This design comes from an exercise in tuning for small area and a short achievable clock period on the open sky130 flow, not from production work. The RTL was checked by simulation tests, not by an equivalence proof against the original design. Power is estimated from default activity; no workload was simulated.

Design ArithmaticUnit, start of the top module:
module ArithmaticUnit(
		input wire clock_i, isWb_i, enable_i,
		input wire [4:0] wbAddress_i,
		input wire [6:0] opCode_i,
		input wire [15:0] pOperand_i, sOperand_i,
		output reg wbEnable_o,
		output reg [4:0] wbAddress_o,
		output reg [15:0] wbData_o,
		output reg [1:0] statusWriteback_o  
    );
	wire [15:0] P = pOperand_i;
	wire [15:0] S = sOperand_i;
	wire mul = opCode_i[1] & opCode_i[0];
	wire sub = opCode_i[1] & ~opCode_i[0];
	wire as  = opCode_i[1] ^ opCode_i[0];
	wire [7:0] one, two, neg;
	assign one[0] = opCode_i[0] ? (~opCode_i[1] | P[0]) : opCode_i[1];
	assign two[0] = opCode_i[1] & opCode_i[0] & P[1] & ~P[0];
	assign neg[0] = opCode_i[1] & (~opCode_i[0] | P[1]);
	genvar k;
	generate for (k = 1; k < 8; k = k + 1) begin : enc
		assign one[k] = mul & (P[2*k] ^ P[2*k-1]);
		assign two[k] = mul & ((P[2*k+1] & ~P[2*k] & ~P[2*k-1]) | (~P[2*k+1] & P[2*k] & P[2*k-1]));
		assign neg[k] = mul & P[2*k+1];
	end endgenerate
	wire pp0_0_n; pa_nand2 u_pp0_0_n (.a(one[0]), .b(S[0]), .y(pp0_0_n));
	wire pp0_0; pa_xnor2 u_pp0_0 (.a(pp0_0_n), .b(neg[0]), .y(pp0_0));
	wire pp0_1_n; pa_aoi22 u_pp0_1_n (.a(one[0]), .b(S[1]), .c(two[0]), .d(S[0]), .y(pp0_1_n));
	wire pp0_1; pa_xnor2 u_pp0_1 (.a(pp0_1_n), .b(neg[0]), .y(pp0_1));
	wire pp0_2_n; pa_aoi22 u_pp0_2_n (.a(one[0]), .b(S[2]), .c(two[0]), .d(S[1]), .y(pp0_2_n));
	wire pp0_2; pa_xnor2 u_pp0_2 (.a(pp0_2_n), .b(neg[0]), .y(pp0_2));
	wire pp0_3_n; pa_aoi22 u_pp0_3_n (.a(one[0]), .b(S[3]), .c(two[0]), .d(S[2]), .y(pp0_3_n));
	wire pp0_3; pa_xnor2 u_pp0_3 (.a(pp0_3_n), .b(neg[0]), .y(pp0_3));
	wire pp0_4_n; pa_aoi22 u_pp0_4_n (.a(one[0]), .b(S[4]), .c(two[0]), .d(S[3]), .y(pp0_4_n));
	wire pp0_4; pa_xnor2 u_pp0_4 (.a(pp0_4_n), .b(neg[0]), .y(pp0_4));
  ...
Size in the first run: ~490 cells after synthesis.
export LEC_CHECK = 0
export CAP_MARGIN = 20
export CORE_MARGIN = 2
export CORE_UTILIZATION = 50
export GPL_TIMING_DRIVEN = 0
export SETUP_SLACK_MARGIN = 2.5
export SLEW_MARGIN = 20
export SYNTH_HIERARCHICAL = 1
export SYNTH_MINIMUM_KEEP_SIZE = 0
create_clock -name core_clock -period 8.0 [get_ports {clock_i}]
standard.sh (not shown) runs the stock make flow with config.mk's settings and CLKGATE_MAP_FILE= SYNTH_SCRIPT=/design/flow/synth_recipe.tcl, a recipe that flattens the netlist after the stock synthesis.
==> flow/flow/run.sh <==
#!/bin/bash
# Standard ORFS layout, with smaller port buffers and free cell resizing.
set -euo pipefail
bash standard.sh MATCH_CELL_FOOTPRINT=0 ABC_LOAD_IN_FF=1 "BUFFER_PORTS_ARGS=-buffer_cell sky130_fd_sc_hd__buf_1" finish > make_finish.log 2>&1
==> next run, changes <==
GPL_TIMING_DRIVEN = default   (was 0)
Outcome: The new run ran to the end with no violations; routed wire length increases by 1.7%; synthesized area stays the same; power went down by 1.8%; non-clock buffer count came out lower by 3; critical path depth is unchanged; sequential cell count stays the same; count of clock-buffer cells in the layout stays the same; setup slack gains 0.084 ns; final area shrinks by 1.1%; die area stays the same; first-iteration DRC count is lower by 3.3%.

* * *

ArithmaticUnit again, from the RTL that the note above started with.
Settings: LEC_CHECK=0, CAP_MARGIN=20, CORE_MARGIN=2, CORE_UTILIZATION=60, SETUP_SLACK_MARGIN=2.5, SLEW_MARGIN=20, SYNTH_HIERARCHICAL=1, SYNTH_MINIMUM_KEEP_SIZE=0; clock period 8.0 ns.
Scripts as last shown in full above: flow/flow/run.sh
Then changed:
SETUP_SLACK_MARGIN = 2.7   (was 2.5)
What happened: Total power came out higher by 5.5%. Critical path depth is lower by 1. Cell area increases by 3.8%. Wire length went down by 0.73%.
Then changed:
CORE_UTILIZATION = 70   (was 60)
SETUP_SLACK_MARGIN = 2.5   (was 2.7)
The new run finished with timing, DRC and antenna clean.
Synthesized cell count stays the same.
Core utilization increases by 11 points.
Setup slack got worse by 0.32 ns.
Sequential power hardly moves.
Maximum frequency shrinks by a few percent.
Power goes up slightly.
First-iteration DRC count rises slightly.
Final cell count fell by a few percent.

* * *

Setup of run A:
Another version of the RTL of ArithmaticUnit (not shown whole).
For scale: ~450 cells after synthesis, roughly 24 flip-flops, about 71 I/O pins, ~4300 µm² of cells after synthesis.
## ArithmaticUnit
module ArithmaticUnit(
		input wire clock_i, isWb_i, enable_i,
		input wire [4:0] wbAddress_i,
		input wire [6:0] opCode_i,
		input wire [15:0] pOperand_i, sOperand_i,
		output reg wbEnable_o,
		output reg [4:0] wbAddress_o,
		output reg [15:0] wbData_o,
		output reg [1:0] statusWriteback_o  
    );
clock: 8.0 ns
lec_check: 0
cap_margin: 20
core_margin: 2
core_utilization: 45
setup_slack_margin: 2.5
slew_margin: 20
synth_hierarchical: 1
synth_minimum_keep_size: 0
tns_end_percent: 0
Scripts as last shown in full above: flow/flow/run.sh
Input-level comparison between run B and run A:
- TNS_END_PERCENT now 30, was 0
### Flow results
Run A -> run B: buffer count from post-CTS setup fixing delta 0, exact match. Comparing run B against run A, there is no change at all in final-stage net count. In terms of per-instance average area after synthesis, run B and run A differ only marginally. Changes observed in run B relative to run A: transition time at the pin with the least slew margin about even; clock tree buffer count of the final layout has remained practically unchanged.
> inputs changed (run B -> run C)
- removing TNS_END_PERCENT (formerly 30)
--- a/flow/flow/run.sh
+++ b/flow/flow/run.sh
@@ -2 +2,6 @@
-# Standard ORFS layout, with smaller port buffers and free cell resizing.
+# The standard ORFS layout (standard.sh) with three ORFS variables changed:
+#  - ports are buffered with buf_1 (buffer_ports otherwise picks clkdlybuf4s50_1,
+#    a slow delay cell that MATCH_CELL_FOOTPRINT would then keep);
+#  - MATCH_CELL_FOOTPRINT=0, so timing repair may resize cells across footprints;
+#  - ABC_LOAD_IN_FF=1, so ABC maps the one-cell modules to their smallest size.
+# make's output goes to make_finish.log; each ORFS step logs under orfs/logs/.
[summary]
All of run B and run C finish clean.
Re global routing usage summed across all routing layers: no difference whatsoever between run B and run C.
From run B to run C, simple-gate share of the synthesized area did not move at all.
Run C -> run B: post-route core utilization delta 0, exact match
| critical path depth in cells | run C vs run B | ≈ equal |
> inputs changed (run C -> run D)
- swapping 45 for 50 in CORE_UTILIZATION
==> flow/flow/run.sh <==
#!/bin/bash
# Standard ORFS layout, with smaller port buffers and free cell resizing.
set -euo pipefail
bash standard.sh MATCH_CELL_FOOTPRINT=0 ABC_LOAD_IN_FF=1 "BUFFER_PORTS_ARGS=-buffer_cell sky130_fd_sc_hd__buf_1" finish > make_finish.log 2>&1
[summary]
In the reports for run D and run C, the larger total wirelength of the detailed-routed design belongs to run D. Clock-cell share of area: run D vs run C, no meaningful difference. Diff run C -> run D | die footprint | down by a little under 10%. Re layout buffering overhead excluding clock cells: run C was lower than run D. Per the comparison of run D with run C, number of search-and-repair iterations in the first detailed-routing pass +1, number of fillers in the final layout dropped 152. Run D reports a higher met3 wirelength from detailed routing than run C does. Fmax was lower in the run labelled run C. Number of enable flip-flop cells after synthesis: run C vs run D identical. In run D, share of final-layout standard cells stronger than drive strength 1 is higher than in run C. | smallest setup slack after layout | run D vs run C | 0.049 ns higher |. In summary, run D completed successfully, with a layout that passed the timing, design-rule and antenna checks.
The following lists how run E was set up differently from run D:
- changing SETUP_SLACK_MARGIN from 2.5 to 2.6
## What came out
Compare run E and run D | post-route cell area lower: run D. Compared with run D, run E shows cell count higher by about 2.4%. The number of vias per cell on run D is in line with that on run E. | sequential power | run D vs run E | ≈ equal |. Compared with run D, run E shows routed wire length higher by about 1.5%. Compared with run D, in run E synthesized cell count now sits at about the same level; utilization now larger.
--- input diff run E..run F ---
- SETUP_SLACK_MARGIN now 2.4, was 2.6
Findings:
Going from run E to run F, the sequential fraction of design power was found to have gone up by 0.2 points. Comparing run E and run F, first-pass GRT wire length is higher on run F. Run F vs run E: highest net fanout along the worst path up. The length of the first detailed-routing pass in iterations of run F exceeds that of run E by 1. Between run E and run F, the flow reports number of global-route vias before repair decreasing slightly. Sequential share of layout area for run F is higher than for run E. Run F gives less area overhead of the layout relative to synthesis than run E did. From run E to run F the numbers moved as follows: utilization down 0.88 points, post-route worst setup slack down 0.22 ns.

[re-timing with driven ports]
How much do the figures lean on ideal ports? The routed layouts below were timed once more, with nothing changed but the port constraints.
Step 1: set_driving_cell puts a clkbuf_16 on clock_i and a buf_2 on each other input, an assumption about the parent block.
Step 2, shift: input delay + t, output delay - t, t = (earliest + latest rising clock arrival at the registers) / 2. This alone moves slack from input paths to output paths.
Three values: ideal, step 1, step 2; two values: the first two.
run	t (ns)	slack for setup (ns)	worst setup path after step 2	clock arrival spread, ns
the first run of note 1	0.299	2.695 / 2.704 / 2.405	input to register	0.006 / 0.006
the second run of note 1	0.300	2.779 / 2.789 / 2.488	input to register	0.004 / 0.005
the first run of note 2	0.295	2.787 / 2.797 / 2.502	input to register	0.015 / 0.014
the second run of note 2	0.297	2.908 / 2.915 / 2.618	input to register	0.010 / 0.010
the third run of note 2	0.301	2.591 / 2.600 / 2.299	input to register	0.003 / 0.004
run A	0.292	2.713 / 2.718 / 2.426	input to register	0.013 / 0.012
run B	0.292	2.713 / 2.718 / 2.426	input to register	0.013 / 0.012
run C	0.292	2.713 / 2.718 / 2.426	input to register	0.013 / 0.012
run D	0.309	2.763 / 2.774 / 2.465	input to register	0.003 / 0.002
run E	0.296	2.815 / 2.821 / 2.525	input to register	0.002 / 0.002
run F	0.299	2.597 / 2.607 / 2.308	input to register	0.002 / 0.002
After both steps setup and hold are still met in every run listed. For run D, which loses most, drivers alone change the setup slack by +0.011 ns; drivers and shift together by -0.298 ns.
